From an optimization exercise on the open Yosys and OpenROAD flow, aimed at small area and few clock cycles per item; shortcuts taken in it are not production practice.
In this exercise RTL edits were held to simulation tests only and were not proved equivalent to the original.

## job 8209
Design sorting_network, start of the top module:
module sorting_network #(
  parameter int NUMBER_WIDTH   = 16,
  parameter int NUMBERS_AMOUNT = 16
)(
  input                                                 clk_i,
  input                                                 rst_i,
  input  [NUMBERS_AMOUNT * NUMBER_WIDTH - 1 : 0]       data_i,
  input                                                 data_valid_i,
  output                                                ready_o,
  output [NUMBERS_AMOUNT * NUMBER_WIDTH - 1 : 0]       data_o,
  output                                                data_valid_o,
  input                                                 ready_i
);
logic [3:0] valid_d;
logic       adv;
assign adv          = ready_i | ~valid_d[3];
assign ready_o      = adv;
assign data_valid_o = valid_d[3];
always_ff @( posedge clk_i, posedge rst_i )
  if( rst_i )
    valid_d <= '0;
  else if( adv )
    valid_d <= { valid_d[2:0], data_valid_i };
wire s1_0_13, s1_0_13n;
sn_gt u_gt1_0_13 ( .x( data_i[0 +: 16] ), .y( data_i[208 +: 16] ), .gt( s1_0_13 ), .gtn( s1_0_13n ) );
wire [15:0] l1_0;
  ...
Size in the first run: roughly 6,700 cells after synthesis, roughly 0.065 mm2 of cells after synthesis.
clock: 5.0 ns
lec_check: 0
cap_margin: 20
core_margin: 2
core_utilization: 40
place_density: 0.55
setup_slack_margin: 0.1
slew_margin: 20
synth_hierarchical: 1
standard.sh (not shown) runs the stock make flow with config.mk's settings and CLKGATE_MAP_FILE= SYNTH_SCRIPT=/design/flow/synth_recipe.tcl, a recipe that flattens the netlist after the stock synthesis.
==> flow/flow/run.sh <==
#!/bin/bash
set -euo pipefail
R=orfs/results/$FLOW_PLATFORM/sorting_network/base
bash standard.sh synth > flow_synth.log 2>&1
cp $R/1_2_yosys.v $R/1_2_yosys.orig.v
python3 flow/downsize.py $FLOW_HOME/platforms/$FLOW_PLATFORM/lib/sky130_fd_sc_hd__tt_025C_1v80.lib $R/1_2_yosys.v > flow_downsize.log 2>&1
bash standard.sh "BUFFER_PORTS_ARGS=-buffer_cell sky130_fd_sc_hd__buf_1" finish > flow_finish.log 2>&1
Other scripts of this flow, unchanged in this note and not shown: flow/flow/downsize.py
Job 8209: no failed stages, no open violations at the end
Testbench counts of job 8209, summed over its fixed seeds: cycles 4,016, items 4,000.
Input-level comparison between job 916 and job 8209:
# job 8209
export LEC_CHECK = 0
export CAP_MARGIN = 20
export CORE_MARGIN = 2
export CORE_UTILIZATION = 40
export PLACE_DENSITY = 0.55
export SETUP_SLACK_MARGIN = 0.1
export SLEW_MARGIN = 20
export SYNTH_HIERARCHICAL = 1
create_clock -name core_clock -period 5.0 [get_ports {clk_i}]
# job 916
export LEC_CHECK = 0
export CAP_MARGIN = 20
export CORE_MARGIN = 2
export CORE_UTILIZATION = 44
export CTS_BUF_LIST = sky130_fd_sc_hd__clkbuf_4 sky130_fd_sc_hd__clkbuf_8
export PLACE_DENSITY = 0.58
export SETUP_SLACK_MARGIN = 0.05
export SLEW_MARGIN = 20
export SYNTH_HIERARCHICAL = 1
create_clock -name core_clock -period 5.0 [get_ports {clk_i}]
==> flow/flow/run.sh <==
#!/bin/bash
set -euo pipefail
R=orfs/results/$FLOW_PLATFORM/sorting_network/base
bash standard.sh synth > flow_synth.log 2>&1
cp $R/1_2_yosys.v $R/1_2_yosys.orig.v
python3 flow/downsize.py $FLOW_HOME/platforms/$FLOW_PLATFORM/lib/sky130_fd_sc_hd__tt_025C_1v80.lib $R/1_2_yosys.v > flow_downsize.log 2>&1
bash standard.sh "BUFFER_PORTS_ARGS=-buffer_cell sky130_fd_sc_hd__buf_1" RECOVER_POWER=100 finish > flow_finish.log 2>&1
[summary]
Although it ran to completion, job 916 produced a layout that fails the final checks because of max-capacitance violations, max-slew violations. Lower global routing met3 resource utilization goes to job 8209 over job 916. Job 8209 → job 916: maximum cell stage delay along the critical path has decreased, total detailed-routing wirelength has decreased. Job 916 — time the final worst path needs with I/O delays and setup 0.0078 ns lower, job 8209 as reference. Sort job 916 and job 8209 by post-detailed-route wirelength per cell, ascending, and job 8209 comes first. Measured against each other, job 916 and job 8209 differ in count of standard-cell rows, the lower figure coming from job 916.

## separate check: timing with driven ports
The flow's constraints put no driver on any port. The routed layouts listed below were extracted and timed again, unchanged, in two steps.
Step 1 sets driving cells, clkbuf_16 on the clock port and buf_2 on the other inputs (assumed; they add their load-dependent delay and slew).
Step 2 also shifts input and output timing later by t, the mid clock arrival at the registers, as if the neighbouring blocks saw the same clock.
a / b / c = ideal / step 1 / step 2; a / b = the first two.
run	shift t [ns]	setup slack, ns	worst setup path at the end	cell pins on the clock port's net
job 8209	0.819	0.263 / 0.263 / 0.216	input to register	1
job 916	1.004	0.270 / 0.270 / -0.667	input to register	1
For job 916, which loses most, drivers alone change the setup slack by 0.000 ns; drivers and shift together by -0.937 ns.
